Source: an optimization exercise on an open RTL-to-GDS flow (aim: small area, a short achievable clock period and few clock cycles per item). Production flows keep margins and buffers that such runs may drop.
Where RTL was checked, it was by simulation tests only, not by an equivalence proof against the original.

==> inputs of v33 <==
==> flow/design.v <==
`timescale 1ns / 1ps
module weight_matrix (
    input  wire [2:0] k,
    output reg  [7:0] neg,       
    output reg  [2:0] sel0, sel1, sel2, sel3
);
    always @(*) begin
        case (k)
            3'd0: begin sel0 = 3'd0; sel1 = 3'd0; sel2 = 3'd0; sel3 = 3'd0; neg = 8'b00000000; end
            3'd1: begin sel0 = 3'd1; sel1 = 3'd2; sel2 = 3'd3; sel3 = 3'd4; neg = 8'b11110000; end
            3'd2: begin sel0 = 3'd5; sel1 = 3'd6; sel2 = 3'd6; sel3 = 3'd5; neg = 8'b00111100; end
            3'd3: begin sel0 = 3'd2; sel1 = 3'd4; sel2 = 3'd1; sel3 = 3'd3; neg = 8'b10001110; end
            3'd4: begin sel0 = 3'd0; sel1 = 3'd0; sel2 = 3'd0; sel3 = 3'd0; neg = 8'b01100110; end
            3'd5: begin sel0 = 3'd3; sel1 = 3'd1; sel2 = 3'd4; sel3 = 3'd2; neg = 8'b10110010; end
            3'd6: begin sel0 = 3'd6; sel1 = 3'd5; sel2 = 3'd5; sel3 = 3'd6; neg = 8'b01011010; end
            default: begin sel0 = 3'd4; sel1 = 3'd3; sel2 = 3'd2; sel3 = 3'd1; neg = 8'b10101010; end
        endcase
    end
endmodule
`timescale 1ns / 1ps
module mac_unit #(
    parameter AW = 24
) (
    input clk,
    input rst,
    input in_v,
    input [2:0] k,
    input signed [15:0] x,
    output reg done,
    output [8*AW-1:0] acc_flat
);
    wire [7:0] neg;
    wire [2:0] sel0, sel1, sel2, sel3;
    weight_matrix wm (.k(k), .neg(neg), .sel0(sel0), .sel1(sel1), .sel2(sel2), .sel3(sel3));
    reg signed [23:0] X, x3, x5, x9, x11, x13;
    reg [2:0] sel0a, sel1a, sel2a, sel3a, ka;
    reg [7:0] nega;
    reg va;
    always @(posedge clk) begin
        X   <= x;
        x3  <= x + (x <<< 1);
        x5  <= x + (x <<< 2);
        x9  <= x + (x <<< 3);
        x11 <= x + (x <<< 1) + (x <<< 3);
        x13 <= x + (x <<< 2) + (x <<< 3);
        sel0a <= sel0; sel1a <= sel1; sel2a <= sel2; sel3a <= sel3;
        nega  <= neg;
        ka    <= k;
    end
    wire signed [23:0] m50  = (x3 <<< 4) + (X <<< 1);
    wire signed [23:0] m98  = (x3 <<< 5) + (X <<< 1);
    wire signed [23:0] m142 = (x9 <<< 4) - (X <<< 1);
    wire signed [23:0] m181 = (x11 <<< 4) + x5;
    wire signed [23:0] m213 = (x13 <<< 4) + x5;
    wire signed [23:0] m236 = (X <<< 8) - (x5 <<< 2);
    wire signed [23:0] m251 = (X <<< 8) - x5;
    function signed [23:0] pick;
        input [2:0] s;
        begin
            case (s)
                3'd0: pick = m181;
                3'd1: pick = m251;
                3'd2: pick = m213;
                3'd3: pick = m142;
                3'd4: pick = m50;
                3'd5: pick = m236;
                default: pick = m98;
            endcase
        end
    endfunction
    reg signed [23:0] p0, p1, p2, p3;
    reg [7:0] neg1;
    reg clr1, last1, v1;
    always @(posedge clk) begin
        p0 <= pick(sel0a);
        p1 <= pick(sel1a);
        p2 <= pick(sel2a);
        p3 <= pick(sel3a);
        neg1  <= nega;
        clr1  <= (ka == 3'd0);
        last1 <= (ka == 3'd7);
    end
    always @(posedge clk or posedge rst) begin
        if (rst) begin
            va   <= 1'b0;
            v1   <= 1'b0;
            done <= 1'b0;
        end else begin
            va   <= in_v;
            v1   <= va;
            done <= v1 & last1;
        end
    end
    wire signed [23:0] pl [0:7];
    assign pl[0] = p0; assign pl[1] = p1; assign pl[2] = p2; assign pl[3] = p3;
    assign pl[4] = p3; assign pl[5] = p2; assign pl[6] = p1; assign pl[7] = p0;
    genvar g;
    generate
        for (g = 0; g < 8; g = g + 1) begin : lane
            reg signed [AW-1:0] acc;
            wire signed [AW-1:0] pe = pl[g];
            wire signed [AW-1:0] pn = pe ^ {AW{neg1[g]}};
            always @(posedge clk)
                acc <= clr1 ? pe : acc + pn + neg1[g];
            assign acc_flat[AW*g +: AW] = acc;
        end
    endgenerate
endmodule
`timescale 1ns / 1ps
module row_buffer #(
    parameter W = 16
) (
    input clk,
    input write_enable,
    input [5:0] wr_index,
    input [W-1:0] data_in,
    input [5:0] rd_index,
    output [W-1:0] data_out
);
    reg [W-1:0] buffer [0:63];
    always @(posedge clk) begin
        if (write_enable)
            buffer[wr_index] <= data_in;
    end
    assign data_out = buffer[rd_index];
endmodule
`timescale 1ns / 1ps
module output_scaler (
    input signed [26:0] idct_value,
    output [7:0] pixel_out
);
    wire in_range = (idct_value[26:17] == {10{idct_value[17]}});
    assign pixel_out = in_range ? {~idct_value[17], idct_value[16:10]}
                                : {8{~idct_value[26]}};
endmodule
module perm_stage #(
    parameter W = 8,
    parameter A = 3,
    parameter B = 0
) (
    input clk,
    input [5:0] pos,
    input [W-1:0] din,
    output [W-1:0] dout
);
    localparam L = (1 << A) - (1 << B);
    reg [W-1:0] dl [0:L-1];
    wire s = pos[A] & ~pos[B];
    wire [W-1:0] tail = dl[L-1];
    integer i;
    assign dout = s ? din : tail;
    always @(posedge clk) begin
        dl[0] <= s ? tail : din;
        for (i = 1; i < L; i = i + 1)
            dl[i] <= dl[i-1];
    end
endmodule
`timescale 1ns / 1ps
module idct_fsm (
    input clk,
    input rst,
    input start,
    output reg busy,
    output reg [5:0] cnt
);
    always @(posedge clk or posedge rst) begin
        if (rst) begin
            busy <= 1'b0;
            cnt  <= 6'd0;
        end else if (start) begin
            busy <= 1'b1;
            cnt  <= 6'd0;
        end else if (busy) begin
            cnt <= cnt + 6'd1;
            if (cnt == 6'd63) busy <= 1'b0;
        end
    end
endmodule
`timescale 1ns / 1ps
module idct_top (
    input clk,
    input rst,
    input in_valid,
    input signed [15:0] F_in,
    output in_ready,
    output reg [7:0] idct_out,
    output reg out_valid
);
    reg rdy, iv, t63;
    reg signed [15:0] fd;
    reg [2:0] idx;                       
    reg [5:0] cnt;
    reg [6:0] age;
    assign in_ready = rdy;
    wire take = in_valid & rdy;
    wire [5:0] cnt_n = take ? cnt + 6'd1 : cnt;
    wire [6:0] age_n = (take && cnt == 6'd63) ? 7'd1 : (age == 7'd127 ? age : age + 7'd1);
    wire next_last = take ? (cnt == 6'd62) : (cnt == 6'd63);
    wire last_ok = (age == 7'd63) || (age >= 7'd113);
    always @(posedge clk or posedge rst) begin
        if (rst) begin
            rdy <= 1'b0;
            iv  <= 1'b0;
            t63 <= 1'b0;
            cnt <= 6'd0;
            age <= 7'd127;
        end else begin
            rdy <= ~(next_last && !last_ok);
            iv  <= take;
            t63 <= take && cnt == 6'd63;
            cnt <= cnt_n;
            age <= age_n;
        end
    end
    always @(posedge clk) begin
        fd  <= take ? F_in : 16'sd0;
        idx <= cnt[2:0];
    end
    wire rdone;
    wire [8*24-1:0] racc;
    mac_unit #(.AW(24)) row_mac (
        .clk(clk), .rst(rst), .in_v(iv), .k(idx), .x(fd),
        .done(rdone), .acc_flat(racc)
    );
    reg [127:0] gsr;
    reg g_act, gwm;
    reg [2:0] gsc, gsu, rowc;
    integer i;
    always @(posedge clk) begin
        if (rdone) begin
            for (i = 0; i < 8; i = i + 1)
                gsr[16*i +: 16] <= racc[24*i + 8 +: 16];
        end else
            gsr <= gsr >> 16;
    end
    always @(posedge clk or posedge rst) begin
        if (rst) begin
            g_act <= 1'b0;
            gwm   <= 1'b0;
            gsc   <= 3'd0;
            gsu   <= 3'd0;
            rowc  <= 3'd0;
        end else begin
            if (g_act && gsc == 3'd7 && gsu == 3'd7) gwm <= ~gwm;
            if (rdone) begin
                g_act <= 1'b1;
                gsc   <= 3'd0;
                gsu   <= rowc;
                rowc  <= rowc + 3'd1;
            end else if (g_act) begin
                gsc <= gsc + 3'd1;
                if (gsc == 3'd7) g_act <= 1'b0;
            end
        end
    end
    wire r_act;
    wire [5:0] rc;
    reg grm;
    wire [15:0] gdata;
    idct_fsm rseq (.clk(clk), .rst(rst), .start(t63), .busy(r_act), .cnt(rc));
    row_buffer #(.W(16)) gbuf (
        .clk(clk),
        .write_enable(g_act),
        .wr_index(gwm ? {gsc, gsu} : {gsu, gsc}),
        .data_in(gsr[15:0]),
        .rd_index(grm ? {rc[5:3], rc[2:0]} : {rc[2:0], rc[5:3]}),
        .data_out(gdata)
    );
    reg signed [15:0] gr;
    reg [2:0] gk;
    reg gv;
    always @(posedge clk or posedge rst) begin
        if (rst) begin
            grm <= 1'b0;
            gv  <= 1'b0;
        end else begin
            if (t63) grm <= gwm;
            gv <= r_act;
        end
    end
    always @(posedge clk) begin
        gr <= gdata;
        gk <= rc[2:0];
    end
    wire cdone;
    wire [8*27-1:0] cacc;
    mac_unit #(.AW(27)) col_mac (
        .clk(clk), .rst(rst), .in_v(gv), .k(gk), .x(gr),
        .done(cdone), .acc_flat(cacc)
    );
    wire [63:0] pix;
    genvar g;
    generate
        for (g = 0; g < 8; g = g + 1) begin : sc
            output_scaler os (.idct_value(cacc[27*g +: 27]), .pixel_out(pix[8*g +: 8]));
        end
    endgenerate
    reg [63:0] psr;
    reg [2:0] colc;
    always @(posedge clk) begin
        if (cdone) psr <= pix;
        else       psr <= psr >> 8;
    end
    reg [5:0] pc;
    reg pend, o_act;
    wire load0 = cdone && colc == 3'd0;
    wire [5:0] pc2 = pc - 6'd7;
    wire [5:0] pc3 = pc - 6'd21;
    wire [7:0] q1, q2, q3;
    perm_stage #(.W(8), .A(3), .B(0)) ps1 (.clk(clk), .pos(pc),  .din(psr[7:0]), .dout(q1));
    perm_stage #(.W(8), .A(4), .B(1)) ps2 (.clk(clk), .pos(pc2), .din(q1),       .dout(q2));
    perm_stage #(.W(8), .A(5), .B(2)) ps3 (.clk(clk), .pos(pc3), .din(q2),       .dout(q3));
    always @(posedge clk or posedge rst) begin
        if (rst) begin
            colc      <= 3'd0;
            pc        <= 6'd0;
            pend      <= 1'b0;
            o_act     <= 1'b0;
            out_valid <= 1'b0;
        end else begin
            if (cdone) colc <= colc + 3'd1;
            pc <= load0 ? 6'd0 : pc + 6'd1;
            if (pc == 6'd48) o_act <= pend;
            if (load0) pend <= 1'b1;
            else if (pc == 6'd48) pend <= 1'b0;
            out_valid <= o_act;
        end
    end
    always @(posedge clk) idct_out <= q3;
endmodule
==> flow/run.sh <==
#!/bin/bash
# synth_recipe.tcl (not shown) runs the flow's synth.tcl, then flattens the netlist and writes it again
# the make line also repeats each setting of config.mk as NAME=value (left out here)
make -C /OpenROAD-flow-scripts/flow DESIGN_CONFIG=/design/flow/config.mk WORK_HOME=/design/flow/orfs CLKGATE_MAP_FILE= SYNTH_SCRIPT=/design/flow/synth_recipe.tcl finish
==> flow/config.mk <==
export PLATFORM = sky130hd
export DESIGN_NAME = idct_top
export DESIGN_NICKNAME = idct_top
export VERILOG_FILES = /design/flow/design.v
export SDC_FILE = /design/flow/constraint.sdc
export NUM_CORES = 4
export LEC_CHECK = 0
export CAP_MARGIN = 20
export CORE_MARGIN = 2
export CORE_UTILIZATION = 65
export CTS_CLUSTER_DIAMETER = 60
export CTS_CLUSTER_SIZE = 30
export PLACE_DENSITY = 0.85
export SLEW_MARGIN = 20
==> flow/constraint.sdc <==
create_clock -name core_clock -period 12.0 [get_ports {clk}]
set_input_delay 2.4000 -clock core_clock [delete_from_list [all_inputs] [get_ports {clk}]]
set_output_delay 2.4000 -clock core_clock [all_outputs]
set_load 0.01 [all_outputs]
==> v15: changes against v33 <==
==> flow/design.v, changed modules only <==
module mac_unit #(
    parameter AW = 24
) (
    input clk,
    input rst,
    input in_v,
    input [2:0] k,
    input signed [15:0] x,
    output reg done,
    output [8*AW-1:0] acc_flat
);
    wire [7:0] neg;
    wire [2:0] sel0, sel1, sel2, sel3;
    weight_matrix wm (.k(k), .neg(neg), .sel0(sel0), .sel1(sel1), .sel2(sel2), .sel3(sel3));
    wire signed [23:0] X   = x;
    wire signed [23:0] x3  = X + (X <<< 1);
    wire signed [23:0] x5  = X + (X <<< 2);
    wire signed [23:0] x9  = X + (X <<< 3);
    wire signed [23:0] x45 = x5 + (x5 <<< 3);
    wire signed [23:0] m50  = (x3 <<< 4) + (X <<< 1);
    wire signed [23:0] m98  = (x3 <<< 5) + (X <<< 1);
    wire signed [23:0] m142 = (x9 <<< 4) - (X <<< 1);
    wire signed [23:0] m181 = (x45 <<< 2) + X;
    wire signed [23:0] m213 = m181 + (X <<< 5);
    wire signed [23:0] m236 = ((X <<< 6) - x5) <<< 2;
    wire signed [23:0] m251 = (X <<< 8) - x5;
    function signed [23:0] pick;
        input [2:0] s;
        begin
            case (s)
                3'd0: pick = m181;
                3'd1: pick = m251;
                3'd2: pick = m213;
                3'd3: pick = m142;
                3'd4: pick = m50;
                3'd5: pick = m236;
                default: pick = m98;
            endcase
        end
    endfunction
    reg signed [23:0] p0, p1, p2, p3;
    reg [7:0] neg1;
    reg clr1, last1, v1;
    always @(posedge clk) begin
        p0 <= pick(sel0);
        p1 <= pick(sel1);
        p2 <= pick(sel2);
        p3 <= pick(sel3);
        neg1  <= neg;
        clr1  <= (k == 3'd0);
        last1 <= (k == 3'd7);
    end
    always @(posedge clk or posedge rst) begin
        if (rst) begin
            v1   <= 1'b0;
            done <= 1'b0;
        end else begin
            v1   <= in_v;
            done <= v1 & last1;
        end
    end
    wire signed [23:0] pl [0:7];
    assign pl[0] = p0; assign pl[1] = p1; assign pl[2] = p2; assign pl[3] = p3;
    assign pl[4] = p3; assign pl[5] = p2; assign pl[6] = p1; assign pl[7] = p0;
    genvar g;
    generate
        for (g = 0; g < 8; g = g + 1) begin : lane
            reg signed [AW-1:0] acc;
            wire signed [AW-1:0] pe = pl[g];
            wire signed [AW-1:0] base = clr1 ? {AW{1'b0}} : acc;
            always @(posedge clk)
                acc <= neg1[g] ? base - pe : base + pe;
            assign acc_flat[AW*g +: AW] = acc;
        end
    endgenerate
endmodule
module idct_top (
    input clk,
    input rst,
    input in_valid,
    input signed [15:0] F_in,
    output in_ready,
    output reg [7:0] idct_out,
    output reg out_valid
);
    reg rdy, iv;
    reg signed [15:0] fd;
    reg [5:0] idx;                       
    assign in_ready = rdy;
    always @(posedge clk or posedge rst) begin
        if (rst) begin
            rdy <= 1'b0;
            iv  <= 1'b0;
            idx <= 6'd0;
        end else begin
            rdy <= 1'b1;
            iv  <= in_valid & rdy;
            if (iv) idx <= idx + 6'd1;
        end
    end
    always @(posedge clk) fd <= (in_valid & rdy) ? F_in : 16'sd0;
    wire rdone;
    wire [8*24-1:0] racc;
    mac_unit #(.AW(24)) row_mac (
        .clk(clk), .rst(rst), .in_v(iv), .k(idx[2:0]), .x(fd),
        .done(rdone), .acc_flat(racc)
    );
    reg [127:0] gsr;
    reg g_act, gwm;
    reg [2:0] gsc, gsu, rowc;
    integer i;
    always @(posedge clk) begin
        if (rdone) begin
            for (i = 0; i < 8; i = i + 1)
                gsr[16*i +: 16] <= racc[24*i + 8 +: 16];
        end else
            gsr <= gsr >> 16;
    end
    always @(posedge clk or posedge rst) begin
        if (rst) begin
            g_act <= 1'b0;
            gwm   <= 1'b0;
            gsc   <= 3'd0;
            gsu   <= 3'd0;
            rowc  <= 3'd0;
        end else begin
            if (g_act && gsc == 3'd7 && gsu == 3'd7) gwm <= ~gwm;
            if (rdone) begin
                g_act <= 1'b1;
                gsc   <= 3'd0;
                gsu   <= rowc;
                rowc  <= rowc + 3'd1;
            end else if (g_act) begin
                gsc <= gsc + 3'd1;
                if (gsc == 3'd7) g_act <= 1'b0;
            end
        end
    end
    wire r_act;
    wire [5:0] rc;
    reg grm;
    wire [15:0] gdata;
    idct_fsm rseq (.clk(clk), .rst(rst), .start(iv && idx == 6'd63), .busy(r_act), .cnt(rc));
    row_buffer #(.W(16)) gbuf (
        .clk(clk),
        .write_enable(g_act),
        .wr_index(gwm ? {gsc, gsu} : {gsu, gsc}),
        .data_in(gsr[15:0]),
        .rd_index(grm ? {rc[5:3], rc[2:0]} : {rc[2:0], rc[5:3]}),
        .data_out(gdata)
    );
    reg signed [15:0] gr;
    reg [2:0] gk;
    reg gv;
    always @(posedge clk or posedge rst) begin
        if (rst) begin
            grm <= 1'b0;
            gv  <= 1'b0;
        end else begin
            if (iv && idx == 6'd63) grm <= gwm;
            gv <= r_act;
        end
    end
    always @(posedge clk) begin
        gr <= gdata;
        gk <= rc[2:0];
    end
    wire cdone;
    wire [8*27-1:0] cacc;
    mac_unit #(.AW(27)) col_mac (
        .clk(clk), .rst(rst), .in_v(gv), .k(gk), .x(gr),
        .done(cdone), .acc_flat(cacc)
    );
    wire [63:0] pix;
    genvar g;
    generate
        for (g = 0; g < 8; g = g + 1) begin : sc
            output_scaler os (.idct_value(cacc[27*g +: 27]), .pixel_out(pix[8*g +: 8]));
        end
    endgenerate
    reg [63:0] psr;
    reg p_act, pwm;
    reg [2:0] psc, psy, colc;
    always @(posedge clk) begin
        if (cdone) psr <= pix;
        else       psr <= psr >> 8;
    end
    always @(posedge clk or posedge rst) begin
        if (rst) begin
            p_act <= 1'b0;
            pwm   <= 1'b0;
            psc   <= 3'd0;
            psy   <= 3'd0;
            colc  <= 3'd0;
        end else begin
            if (p_act && psc == 3'd7 && psy == 3'd7) pwm <= ~pwm;
            if (cdone) begin
                p_act <= 1'b1;
                psc   <= 3'd0;
                psy   <= colc;
                colc  <= colc + 3'd1;
            end else if (p_act) begin
                psc <= psc + 3'd1;
                if (psc == 3'd7) p_act <= 1'b0;
            end
        end
    end
    wire o_act;
    wire [5:0] oc;
    reg prm;
    wire [7:0] pdata;
    wire ostart = r_act && rc == 6'd60;
    idct_fsm oseq (.clk(clk), .rst(rst), .start(ostart), .busy(o_act), .cnt(oc));
    row_buffer #(.W(8)) pbuf (
        .clk(clk),
        .write_enable(p_act),
        .wr_index(pwm ? {psy, psc} : {psc, psy}),
        .data_in(psr[7:0]),
        .rd_index(prm ? {oc[2:0], oc[5:3]} : oc),
        .data_out(pdata)
    );
    always @(posedge clk or posedge rst) begin
        if (rst) begin
            prm       <= 1'b0;
            out_valid <= 1'b0;
        end else begin
            if (ostart) prm <= pwm;
            out_valid <= o_act;
        end
    end
    always @(posedge clk) idct_out <= pdata;
endmodule
// module perm_stage removed
--- a/flow/config.mk
+++ b/flow/config.mk
@@ -8,7 +8,5 @@
 export CAP_MARGIN = 20
 export CORE_MARGIN = 2
-export CORE_UTILIZATION = 65
-export CTS_CLUSTER_DIAMETER = 60
-export CTS_CLUSTER_SIZE = 30
-export PLACE_DENSITY = 0.85
+export CORE_UTILIZATION = 40
+export PLACE_DENSITY = 0.6
 export SLEW_MARGIN = 20
==> summary.md <==
| Metric | Value |
|---|---|
| Pre-CTS setup slack | 6870 ps |
| Placed instance count | 13.6k |
| Post-synth net total | 12.2k |
| Die Width | 443 µm |
| Status | timing/DRC/antenna clean |
[end of results for v33]
==> summary.md <==
| Metric | Value |
|---|---|
| Status | timing/DRC/antenna clean |
| Post-synth net total | 12.5k |
| Die Width | 577 µm |
| Placed instance count | 15.8k |
| Pre-CTS setup slack | 2940 ps |
[end of results for v15]
Testbench counts of v33, summed over its fixed seeds: cycles 7,160, blocks 96.
No functional check of the RTL was part of v15.

## separate check: timing with driven ports
The results above use ideal ports. As a check the final layouts listed here were re-extracted and re-timed, cells and wires unchanged. Step 1, drivers: a clkbuf_16 drives clk and a buf_2 each remaining input, both assumed. Step 2 moves the port delays by t, midway between the first and last clock arrival at a register: inputs arrive t later, outputs are due t later. That takes back most of the time a late clock gives input paths. Three values: ideal ports, drivers, drivers and shift; two values: the first two.
| run | shift t [ns] | setup WS [ns] | clock arrival spread, ns | worst register clock-pin slew, ns |
|---|---|---|---|---|
| v33 | 0.962 | 6.757 / 6.757 / 6.757 | 0.085 / 0.085 | 0.11 / 0.11 |
| v15 | 0.985 | 2.878 / 2.878 / 2.878 | 0.075 / 0.076 | 0.07 / 0.07 |
After both steps every run listed still meets setup and hold.
